Background: an optimization exercise with open tools, aiming at small area and a short achievable clock period. Do not read the settings as production practice.
No functional check of the RTL was part of any run shown here.
Power and IR drop assume default switching activity.

--- flow/design.v ---
module comparer2 #(
    parameter DATA_WIDTH = 8
)(clk,arstn,dinA,dinB,max,min);
input clk;
input arstn;
input [DATA_WIDTH-1:0]dinA;
input [DATA_WIDTH-1:0]dinB;
output [DATA_WIDTH-1:0]max;
output [DATA_WIDTH-1:0]min;
reg [DATA_WIDTH-1:0]max_reg;
reg [DATA_WIDTH-1:0]min_reg;
assign max = max_reg;
assign min = min_reg;
always@(posedge clk or negedge arstn)
    begin
        if(~arstn)
            begin
                max_reg <= 0;
                min_reg <= 0;
            end
        else
            begin
                if(dinA > dinB)
                    begin
                        max_reg <= dinA;
                        min_reg <= dinB;
                    end
                else
                    begin
                        max_reg <= dinB;
                        min_reg <= dinA;
                    end
            end
    end
endmodule
module comparer3 #(
    parameter DATA_WIDTH = 8
)(clk,arstn,dinA,dinB,dinC,max,mid,min);
input clk;
input arstn;
input [DATA_WIDTH-1:0]dinA;
input [DATA_WIDTH-1:0]dinB;
input [DATA_WIDTH-1:0]dinC;
output [DATA_WIDTH-1:0]max;
output [DATA_WIDTH-1:0]mid;
output [DATA_WIDTH-1:0]min;
reg [DATA_WIDTH-1:0]dinc_delay;
always@(posedge clk or negedge arstn)
    begin
        if(~arstn)
            dinc_delay <= 0;
        else
            dinc_delay <= dinC;
    end
wire [DATA_WIDTH-1:0]first_max;
wire [DATA_WIDTH-1:0]first_min;
reg [DATA_WIDTH-1:0]first_min_delay;
always@(posedge clk or negedge arstn)
    begin
        if(~arstn)
            first_min_delay <= 0;
        else
            first_min_delay <= first_min;
    end
comparer2 #(
    .DATA_WIDTH(DATA_WIDTH)
)Inst_compare2_first(
    .clk(clk),
    .arstn(arstn),
    .dinA(dinA),
    .dinB(dinB),
    .max(first_max),
    .min(first_min)
);
wire [DATA_WIDTH-1:0]second_max;
wire [DATA_WIDTH-1:0]second_min;
reg [DATA_WIDTH-1:0]max_reg;
always@(posedge clk or negedge arstn)
    begin
        if(~arstn)
            max_reg <= 0;
        else
            max_reg <= second_max;
    end
assign max = max_reg;
comparer2 #(
    .DATA_WIDTH(DATA_WIDTH)
)Inst_compare2_second(
    .clk(clk),
    .arstn(arstn),
    .dinA(dinc_delay),
    .dinB(first_max),
    .max(second_max),
    .min(second_min)
);
comparer2 #(
    .DATA_WIDTH(DATA_WIDTH)
)Inst_compare2_third(
    .clk(clk),
    .arstn(arstn),
    .dinA(second_min),
    .dinB(first_min_delay),
    .max(mid),
    .min(min)
);
endmodule
module MidSort3x3 #(
    parameter DATA_WIDTH = 8
)(clk,arstn,din00,din01,din02,din10,din11,din12,
    din20,din21,din22,din_valid,dout_data,dout_valid,out0,out1,out2,
    out3,out4,out5,out6,out7,out8);
input clk;
input arstn;
input din_valid;
input [DATA_WIDTH-1:0]din00;
input [DATA_WIDTH-1:0]din01;
input [DATA_WIDTH-1:0]din02;
input [DATA_WIDTH-1:0]din10;
input [DATA_WIDTH-1:0]din11;
input [DATA_WIDTH-1:0]din12;
input [DATA_WIDTH-1:0]din20;
input [DATA_WIDTH-1:0]din21;
input [DATA_WIDTH-1:0]din22;
output [DATA_WIDTH-1:0]dout_data;
output dout_valid;
output [DATA_WIDTH-1:0]out0;
output [DATA_WIDTH-1:0]out1;
output [DATA_WIDTH-1:0]out2;
output [DATA_WIDTH-1:0]out3;
output [DATA_WIDTH-1:0]out4;
output [DATA_WIDTH-1:0]out5;
output [DATA_WIDTH-1:0]out6;
output [DATA_WIDTH-1:0]out7;
output [DATA_WIDTH-1:0]out8;
localparam W = DATA_WIDTH;
function ge;
    input [W-1:0] a;
    input [W-1:0] b;
    integer n;
    reg c;
    begin
        c = 1'b1;
        for (n = 0; n < W; n = n + 1)
            c = (a[n] & ~b[n]) | ((a[n] | ~b[n]) & c);
        ge = c;
    end
endfunction
function [7:0] bsort;
    input [7:0] v;
    reg [7:0] t;
    reg h;
    begin
        t = v;
        begin h = t[0] | t[1]; t[1] = t[0] & t[1]; t[0] = h; end begin h = t[2] | t[3]; t[3] = t[2] & t[3]; t[2] = h; end begin h = t[4] | t[5]; t[5] = t[4] & t[5]; t[4] = h; end begin h = t[6] | t[7]; t[7] = t[6] & t[7]; t[6] = h; end
        begin h = t[0] | t[2]; t[2] = t[0] & t[2]; t[0] = h; end begin h = t[1] | t[3]; t[3] = t[1] & t[3]; t[1] = h; end begin h = t[4] | t[6]; t[6] = t[4] & t[6]; t[4] = h; end begin h = t[5] | t[7]; t[7] = t[5] & t[7]; t[5] = h; end
        begin h = t[1] | t[2]; t[2] = t[1] & t[2]; t[1] = h; end begin h = t[5] | t[6]; t[6] = t[5] & t[6]; t[5] = h; end
        begin h = t[0] | t[4]; t[4] = t[0] & t[4]; t[0] = h; end begin h = t[1] | t[5]; t[5] = t[1] & t[5]; t[1] = h; end begin h = t[2] | t[6]; t[6] = t[2] & t[6]; t[2] = h; end begin h = t[3] | t[7]; t[7] = t[3] & t[7]; t[3] = h; end
        begin h = t[2] | t[4]; t[4] = t[2] & t[4]; t[2] = h; end begin h = t[3] | t[5]; t[5] = t[3] & t[5]; t[3] = h; end
        begin h = t[1] | t[2]; t[2] = t[1] & t[2]; t[1] = h; end begin h = t[3] | t[4]; t[4] = t[3] & t[4]; t[3] = h; end begin h = t[5] | t[6]; t[6] = t[5] & t[6]; t[5] = h; end
        bsort = t;
    end
endfunction
function [8:0] count1h;
    input [7:0] x;
    reg [7:0] t;
    begin
        t = bsort(x);
        count1h = {t[7], t[6:0] & ~t[7:1], ~t[0]};
    end
endfunction
wire [W-1:0] d [0:8];
assign d[0] = din00; assign d[1] = din01; assign d[2] = din02;
assign d[3] = din10; assign d[4] = din11; assign d[5] = din12;
assign d[6] = din20; assign d[7] = din21; assign d[8] = din22;
reg valid1, valid2;
always @(posedge clk or negedge arstn)
    if (~arstn) begin
        valid1 <= 1'b0;
        valid2 <= 1'b0;
    end else begin
        valid1 <= din_valid;
        valid2 <= valid1;
    end
assign dout_valid = valid2;
reg [W-1:0] s1_d [0:8];
reg [8:0] s1_ge [0:8];
integer i, j, k;
always @(posedge clk) begin
    for (i = 0; i < 9; i = i + 1) begin
        s1_d[i] <= d[i];
        for (j = 0; j < 9; j = j + 1)
            if (i < j) s1_ge[i][j] <= ge(d[i], d[j]);
    end
end
reg [7:0] beat [0:8];
reg [8:0] pos [0:8];
reg [W-1:0] res [0:8];
always @(*) begin
    for (i = 0; i < 9; i = i + 1) begin
        beat[i] = 8'd0;
        for (j = 0; j < 9; j = j + 1) begin
            if (j < i) beat[i][j] = s1_ge[j][i];
            if (j > i) beat[i][j-1] = ~s1_ge[i][j];
        end
        pos[i] = count1h(beat[i]);
    end
    for (k = 0; k < 9; k = k + 1) begin
        res[k] = {W{1'b0}};
        for (i = 0; i < 9; i = i + 1)
            res[k] = res[k] | (s1_d[i] & {W{pos[i][k]}});
    end
end
reg [W-1:0] s2_out [0:8];
always @(posedge clk) begin
    for (k = 0; k < 9; k = k + 1)
        s2_out[k] <= res[k];
end
assign out0 = s2_out[0];
assign out1 = s2_out[1];
assign out2 = s2_out[2];
assign out3 = s2_out[3];
assign out4 = s2_out[4];
assign out5 = s2_out[5];
assign out6 = s2_out[6];
assign out7 = s2_out[7];
assign out8 = s2_out[8];
assign dout_data = s2_out[4];
endmodule
--- flow/config.mk ---
export PLATFORM = sky130hd
export DESIGN_NAME = MidSort3x3
export DESIGN_NICKNAME = MidSort3x3
export VERILOG_FILES = /design/flow/design.v
export SDC_FILE = /design/flow/constraint.sdc
export NUM_CORES = 4
export LEC_CHECK = 0
export CAP_MARGIN = 20
export CORE_MARGIN = 2
export CORE_UTILIZATION = 40
export SETUP_SLACK_MARGIN = 1.2
export SLEW_MARGIN = 20
--- flow/run.sh ---
#!/bin/bash
# synth_recipe.tcl (not shown) runs the flow's synth.tcl, then flattens the netlist and writes it again
# the make line also repeats each setting of config.mk as NAME=value (left out here)
make -C /OpenROAD-flow-scripts/flow DESIGN_CONFIG=/design/flow/config.mk WORK_HOME=/design/flow/orfs CLKGATE_MAP_FILE= SYNTH_SCRIPT=/design/flow/synth_recipe.tcl finish
--- flow/constraint.sdc ---
create_clock -name core_clock -period 3.0 [get_ports {clk}]
set_input_delay 0.6000 -clock core_clock [delete_from_list [all_inputs] [get_ports {clk}]]
set_output_delay 0.6000 -clock core_clock [all_outputs]
set_load 0.01 [all_outputs]
==> results of run 1 <==
==> cell type report <==
class                      instances  area, sq um  share of cell area, %
sequential                       182         3770                   17.9
timing repair buffer             438         4070                   19.3
clock buffer                      17          425                   2.02
tap                              461          577                   2.73
antenna                            1         2.50                 0.0119
multi-input combinational       1284        11500                   54.6
inverter                         119          542                   2.57
clock inverter                    15          204                  0.966
==> metal layers <==
| layer | part of all wire [%] | vias to the layer above | GRT usage, % |
|---|---|---|---|
| li1 | - | 7320 | - |
| met1 | 40 | 8011 | 46.3 |
| met2 | 45 | 1228 | 54.2 |
| met3 | 9.9 | 268 | 6.43 |
| met4 | 5.6 | 0 | 18.6 |
| met5 | 0 | - | 0 |
==> power breakdown <==
part	total (mW)	switching [mW]	internal, mW
logic	5.62	3.03	2.59
registers	3.29	0.461	2.83
clock network	2.34	1.13	1.21
total	11.3	4.63	6.63
==> state kept, by name, summed over array words and instances (netlist names) <==
name    cells
s2_out     72
valid2      1
s1_d       72
s1_ge      36
valid1      1
==> cells by family (layout without fill, tap and decap cells) <==
group | Yosys count | in the layout | synth area share, %
AOI/OAI and AO/OA | 675 | 675 | 35.3
adders and majority gates | 156 | 156 | 11.9
buffers and inverters | 359 | 589 | 11.2
DFF | 182 | 182 | 25.6
other | 0 | 1 | 0
and+or+nand+nor | 453 | 453 | 16.0
==> cell usage after synthesis (9+ instances only) <==
master and number:
sky130_fd_sc_hd__a21o_1 9, sky130_fd_sc_hd__a21oi_1 111, sky130_fd_sc_hd__a221o_1 33, sky130_fd_sc_hd__a221oi_1 68, sky130_fd_sc_hd__a222oi_1 73, sky130_fd_sc_hd__a22o_1 62, sky130_fd_sc_hd__a22oi_1 101, sky130_fd_sc_hd__a31oi_1 18
sky130_fd_sc_hd__and2_1 24, sky130_fd_sc_hd__and3_1 12, sky130_fd_sc_hd__buf_1 39, sky130_fd_sc_hd__buf_2 20, sky130_fd_sc_hd__buf_4 14, sky130_fd_sc_hd__clkbuf_1 147, sky130_fd_sc_hd__clkbuf_8 10, sky130_fd_sc_hd__dfxtp_1 180
sky130_fd_sc_hd__ha_1 54, sky130_fd_sc_hd__inv_1 110, sky130_fd_sc_hd__maj3_1 98, sky130_fd_sc_hd__nand2_1 149, sky130_fd_sc_hd__nand2b_1 18, sky130_fd_sc_hd__nand3_1 64, sky130_fd_sc_hd__nor2_1 97, sky130_fd_sc_hd__nor2b_1 32
sky130_fd_sc_hd__o21a_1 9, sky130_fd_sc_hd__o21ai_0 72, sky130_fd_sc_hd__o22ai_1 43, sky130_fd_sc_hd__o31ai_1 19, sky130_fd_sc_hd__or2_2 10
==> critical path: stages, from the launching register on <==
cell	delay (ps)
sky130_fd_sc_hd__dfxtp_4	360
sky130_fd_sc_hd__or2_4	260
sky130_fd_sc_hd__nand2_2	80
sky130_fd_sc_hd__nand2_4	70
sky130_fd_sc_hd__o22ai_1	280
sky130_fd_sc_hd__o21ai_0	290
sky130_fd_sc_hd__ha_4	230
sky130_fd_sc_hd__and2_4	150
sky130_fd_sc_hd__buf_12	140
sky130_fd_sc_hd__a222oi_1	360
sky130_fd_sc_hd__nand3_1	120
sky130_fd_sc_hd__a221o_1	280
==> final timing paths <==
check | start | to | slack (ps) | cells past startpoint
worst max register to register | s1_ge[2][8] | s2_out[3][5] | 260 | 11
worst min register to register | valid1 | valid2 | 350 | 0
max in group asynchronous | arstn | valid2 | 2560 | 1
min in group core_clock | din01[1] | s1_d[1][1] | 310 | 1
worst min-delay path | arstn | valid1 | 310 | 1
worst max-delay path | s1_ge[2][8] | s2_out[3][5] | 260 | 11
==> through the flow <==
stage	utilization [%]	cells
5_1_grt	59.6	2516
3_5_place_dp	49.3	2365
3_3_place_gp	49.3	2365
2_1_floorplan	-	1825
4_1_cts	56.9	2480
6_report	59.6	2517
==> what timing repair did <==
action,4_1_cts,5_1_grt
resized for setup,662,164
buffers inserted,81,36
setup endpoints to repair,189,107
pin swaps,210,161
cloned,2,0
==> impl_metrics.toml, run 1 <==
[clock_tree]
cts_tree = "yes"
cts.sinks = 182
max-clock-path-buffers = 2
cts.clk_slew.worst_paths_ps = 70
cts_root_buffer = "sky130_fd_sc_hd__clkbuf_16"
clock_latency_at_the_later_pin_of_the_worst_skew_pair_ps = 460
htreeDepth = 4
ctsHoldBuffers = 0
cts_made_buffers = 17

[routing]
routed_via_density = 6.69
vias = 16800
avgRoutedWirePerCell_um = 26.7
route.antenna.remaining_nets = 0
routed_wirelength_um = 67300
route.detailed.drc = 0
drt_first_iter_violations = 2678
drt_pass1_iterations = 12

[floorplanning]
floorplan.core_area_sq_um = 35400
area_enclosed_by_the_die_boundary_sq_um = 37300
fp-row-count = 69
die_height_um = 193
floorplan.io_pins = 156
die_width_um = 193
start_util_pct = 40.4

[place]
finalWeightedCongestion = 0.956
dp_hpwl_um = 49800
detailedPlace.worstSlack_ps = -35.5
placedInstanceArea_sq_um = 17400
numPortBuffers = 155

[timing]
final_hold_viol_count = 0
layout_setup_ws_ps = 257
fmax_mhz = 365
timing.clock.skew_ps = 13.9
final.period_utilization_pct = 91.4
worst_margin_slew_ps = 695
final_max_slew_viol_count = 0
timing.final.setup_violations = 0
whs_ps = 311
slew_headroom_pct = 53.5
fin_crit_ps = 2740
setup_repair_after_global_routing_missed_its_margin = "yes"
setup_tns_ps = 0

[run_status]
run_status = "no timing/DRC/antenna violations"

[run]
max-cap-violations = 0

[min_path]
min-delay-path-class = "in -> async"

[logic_synthesis]
synthesis.yosys.warnings = 7
ys_seq_area_share_pct = 25.6
synthesis.area_per_instance_sq_um = 7.83
ys_dominant_reg_cell = "sky130_fd_sc_hd__dfxtp_1"
synth.ff_latch_count = 182
gate_count_of_the_mapped_netlist = 1825
netlist_area_sq_um = 14300
synth.top_cells.by_area = "sky130_fd_sc_hd__dfxtp_1, sky130_fd_sc_hd__maj3_1, sky130_fd_sc_hd__a22oi_1"
synth_area_leader_cell = "sky130_fd_sc_hd__dfxtp_1"
async_reset_ff_share_pct = 1.10
synth_edf_count = 0
yosys.cell_types.count = 79
mappedNetlistNets = 1954
synthDominantCellAreaShare_pct = 25.2

[layout]
commonest_cells_after_routing_fill_and_taps_aside = "sky130_fd_sc_hd__buf_4, sky130_fd_sc_hd__dfxtp_1, sky130_fd_sc_hd__nand2_1"
p_r_area_growth_vs_syn_pct = 47.6
fillerInstances = 3082
stdcell_area_sq_um = 21100
nets = 2171
final_layout_size_suffix_gt1_share_pct = 44.4
layout_commonest_cell = "sky130_fd_sc_hd__buf_4"

[setup_path]
critPathCaptureType = "flip-flop"
worst-endpoint-required_ps = 3330
critPathMaxFanout = 8
worst-setup-path-type = "reg -> reg"
timing.critical_path.arrival_ps = 3080
worst_setup_path_start_kind = "flip-flop"

[global_routing]
grt_antenna_before_repair = 2
grt_overflow = 0
grt_max_degree = 21
number_of_global_route_vias_before_repair = 15900
grt_usage_pct = 35.0
grt_first_pass_wirelength_um = 98700

[power_and_ir_drop]
power_per_cell_area_nw_per_um2 = 533
finalPower_mw = 11.3
vdd_drop_max_uv = 472
leakage_nw = 8.59
==> run 2: changes to the inputs <==
==> flow/flow/run.sh (new file) <==
#!/bin/bash
# Standard layout, with each tool's output in its own log.
bash standard.sh > standard.log 2>&1
==> flow/standard.sh (new file) <==
#!/bin/bash
# synth_recipe.tcl (not shown) runs the flow's synth.tcl, then flattens the netlist and writes it again
# the make line also repeats each setting of config.mk as NAME=value (left out here)
make -C /OpenROAD-flow-scripts/flow DESIGN_CONFIG=/design/flow/config.mk WORK_HOME=/design/flow/orfs CLKGATE_MAP_FILE= SYNTH_SCRIPT=/design/flow/synth_recipe.tcl "${@:-finish}"
removed: flow/run.sh
==> run 2 against run 1 <==
Still clean on timing, DRC and antenna. Fmax is the same. Clock power is essentially flat. Design area is the same. Sequential share of layout area is the same. Via count is the same. First-iteration DRC count is the same. Combinational power is essentially flat. Count of clock-buffer cells in the layout is the same. Largest power group unchanged. Highest routed layer unchanged.
==> impl_metrics.toml, run 2 <==
[logic_synthesis]
synthesis.yosys.warnings = 7
synth.top_cells.by_area = "sky130_fd_sc_hd__dfxtp_1, sky130_fd_sc_hd__maj3_1, sky130_fd_sc_hd__a22oi_1"
synthAdderAreaFrac_pct = 11.9
synthDominantCellAreaShare_pct = 25.2
synthesis.area_per_instance_sq_um = 7.83
synth_edf_count = 0
main_combinational_cell_family_by_area_after_synthesis = "compound AO/OA/AOI/OAI gates"
netlist_area_sq_um = 14300
synth.ff_latch_count = 182
muxShareOfSynthArea_pct = 0
synth_common_cells = "sky130_fd_sc_hd__dfxtp_1, sky130_fd_sc_hd__nand2_1, sky130_fd_sc_hd__clkbuf_1"
ys_dominant_reg_cell = "sky130_fd_sc_hd__dfxtp_1"
gate_count_of_the_mapped_netlist = 1825
synth_area_leader_cell = "sky130_fd_sc_hd__dfxtp_1"
yosys.cell_types.count = 79
synth.most_common_cell = "sky130_fd_sc_hd__dfxtp_1"
ys_seq_area_share_pct = 25.6
synth-xor-area-share_pct = 0
async_reset_ff_share_pct = 1.10
simple_gate_fraction_of_synth_area_pct = 16.0
mappedNetlistNets = 1954
synth-compound-area-share_pct = 35.3

[power_and_ir_drop]
netSwitchingFraction_pct = 41.1
switching_power_mw = 4.63
vdd_drop_max_uv = 472
sequentialPowerShare_pct = 29.2
leakage_nw = 8.59
combinationalPowerShare_pct = 49.9
power_per_cell_area_nw_per_um2 = 533
power.internal_mw = 6.63
power.share.clock_pct = 20.8

[layout]
p_r_area_growth_vs_syn_pct = 47.6
stdcell_area_sq_um = 21100
reg_top3 = "s1_d (72), s2_out (72), s1_ge (36)"
commonest_cells_after_routing_fill_and_taps_aside = "sky130_fd_sc_hd__buf_4, sky130_fd_sc_hd__dfxtp_1, sky130_fd_sc_hd__nand2_1"
nets = 2171
layout_commonest_cell = "sky130_fd_sc_hd__buf_4"
fillerInstances = 3082
final_layout_size_suffix_gt1_share_pct = 44.4
fin_cells = 2517

[clock_tree]
clock_latency_at_the_later_pin_of_the_worst_skew_pair_ps = 460
max-clock-path-buffers = 2
cts_made_buffers = 17
cts.clk_slew.worst_paths_ps = 70
ctsHoldBuffers = 0
cts.sinks = 182
cts_tree = "yes"
htreeDepth = 4
cts_root_buffer = "sky130_fd_sc_hd__clkbuf_16"

[timing]
timing.clock.skew_ps = 13.9
slew_headroom_pct = 53.5
final.period_utilization_pct = 91.4
final_hold_viol_count = 0
setup_repair_after_global_routing_missed_its_margin = "yes"
worst_margin_slew_ps = 695
fin_crit_ps = 2740
layout_setup_ws_ps = 257
final_max_slew_viol_count = 0
timing.final.setup_violations = 0
fmax_mhz = 365

[setup_path]
worst-setup-path-type = "reg -> reg"
worst-path-buf-inv = 1
ff2ff_setup_slack_ps = 260
critical-path-max-stage-delay_ps = 360
timing.critical_path.arrival_ps = 3080
worst-endpoint-required_ps = 3330
timing.reg2reg.worst_path_depth = 11
critPathCaptureType = "flip-flop"
cp_top_family = "compound AO/OA/AOI/OAI gates"
cpMaxStageDelayCell = "sky130_fd_sc_hd__dfxtp_4"
timing.critical_path.cells = "or2_4 -> nand2_2 -> nand2_4 -> o22ai_1 -> o21ai_0 -> ha_4 -> and2_4 -> buf_12 -> a222oi_1 -> nand3_1 -> a221o_1"
rr_startpoint = "s1_ge[2][8]"
rr_endpoint = "s2_out[3][5]"
critPathMaxFanout = 8
worst_setup_path_start_kind = "flip-flop"

[routing]
vias = 16800
drt_first_iter_violations = 2678
routed_wirelength_um = 67300
drt_pass1_iterations = 12
avgRoutedWirePerCell_um = 26.7
route.antenna.remaining_nets = 0
route.detailed.drc = 0
routed_via_density = 6.69

[run]
max-cap-violations = 0

[global_routing]
grt_first_pass_wirelength_um = 98700
globalRouteMet3Util_pct = 6.43
grt_antenna_before_repair = 2
busiest_metal_layer_after_global_routing = "met2"
grt.met2_usage_pct = 54.2
use_met1_pct = 46.3
grt_max_degree = 21
number_of_global_route_vias_before_repair = 15900
grt_usage_pct = 35.0
grt_overflow = 0

[run_status]
run_status = "no timing/DRC/antenna violations"

[floorplanning]
fp-row-count = 69
area_enclosed_by_the_die_boundary_sq_um = 37300
die_width_um = 193
start_util_pct = 40.4
floorplan.core_area_sq_um = 35400
die_height_um = 193
floorplan.io_pins = 156

[min_path]
min-delay-path-class = "in -> async"

[place]
detailedPlace.worstSlack_ps = -35.5
dp_hpwl_um = 49800
numPortBuffers = 155
placedInstanceArea_sq_um = 17400
dp_cells = 2365
finalWeightedCongestion = 0.956
==> run 2: what timing repair did <==
action                                  4_1_cts  5_1_grt
pin swaps                                   210      161
resized for setup                           662      164
cloned                                        2        0
endpoints found under the setup margin      189      107
buffers inserted                             81       36
==> run 2: final cells by class <==
type,instances,area [sq um],area share [%]
well taps,461,577,2.73
clock inverters,15,204,0.966
diodes,1,2.50,0.0119
multi-input cells,1284,11500,54.6
repair buffers,438,4070,19.3
clock buffers,17,425,2.02
inverters,119,542,2.57
flip-flops and latches,182,3770,17.9
==> run 2: cells by family (layout without fill, tap and decap cells) <==
logic type / count (synthesis) / in the layout
compound gates: 675 / 675
fa+ha+maj: 156 / 156
buf+inv: 359 / 589
flops: 182 / 182
other cells: 0 / 1
simple gates: 453 / 453
==> run 2: stage by stage <==
stage | util [%] | total power [mW] | hold WS (ps) | TNS (ps)
global route | 59.6 | 11.7 | 302 | 0
finish | 59.6 | 11.3 | 311 | 0
global placement | 49.3 | 8.14 | 340 | -9.86
CTS | 56.9 | 10.9 | 289 | 0
floorplan | - | 6.32 | 304 | 0
detailed placement | 49.3 | 8.18 | 338 | -85.9
==> run 2: power groups by stage <==
| stage | combinational [mW] | clock, mW | sequential, mW |
|---|---|---|---|
| 4_1_cts | 5.22 | 2.37 | 3.27 |
| 3_5_place_dp | 4.85 | 0 | 3.33 |
| 2_1_floorplan | 3.18 | 0 | 3.15 |
| 3_3_place_gp | 4.83 | 0 | 3.31 |
| 5_1_grt | 5.94 | 2.46 | 3.32 |
| 6_report | 5.62 | 2.34 | 3.29 |
==> run 2: layer usage <==
metal  up-vias  wire [um]  share of wire, %
li1       7320          -                 -
met1      8011      26700                40
met2      1228      30200                45
met3       268       6650               9.9
met4         0       3780               5.6
met5         -          0                 0
==> run 2: worst max-delay path by stage <==
stage / from / endpoint / slack, ps / depth (start not counted)
finish: s1_ge[2][8] / s2_out[3][5] / 260 / 11
global route: s1_ge[2][8] / s2_out[3][0] / 150 / 11
CTS: s1_ge[2][8] / s2_out[5][6] / 350 / 11
detailed placement: din01[1] / s1_ge[0][1] / -40 / 7
global placement: din10[0] / s1_ge[3][4] / -10 / 8
floorplan: s1_ge[2][8] / s2_out[5][6] / 250 / 15
==> run 2: worst reg2reg max path: cells and delay by family (launching register included) <==
kind,cells,cell delay [ps]
flip-flops,1,360
buffers and inverters,1,140
AND/OR/NAND/NOR,5,680
AO/OA/AOI/OAI,4,1220
adder cells (fa/ha/maj),1,230

afterwards: timing with drivers on the ports:
How much do the figures lean on ideal ports? The routed layouts below were timed once more, with nothing changed but the port constraints.
Step 1 sets driving cells, clkbuf_16 on the clock port and buf_2 on the other inputs (assumed; they add their load-dependent delay and slew).
Step 2, shift: input delay + t, output delay - t, t = (earliest + latest rising clock arrival at the registers) / 2. This alone moves slack from input paths to output paths.
a / b / c = ideal / step 1 / step 2; a / b = the first two.
run	t, ns	setup slack, ns	latest minus earliest clock arrival (ns)
run 1	0.501	0.257 / 0.257 / 0.257	0.014 / 0.014
run 2	0.501	0.257 / 0.257 / 0.257	0.014 / 0.014
After both steps setup and hold are still met in every run listed.
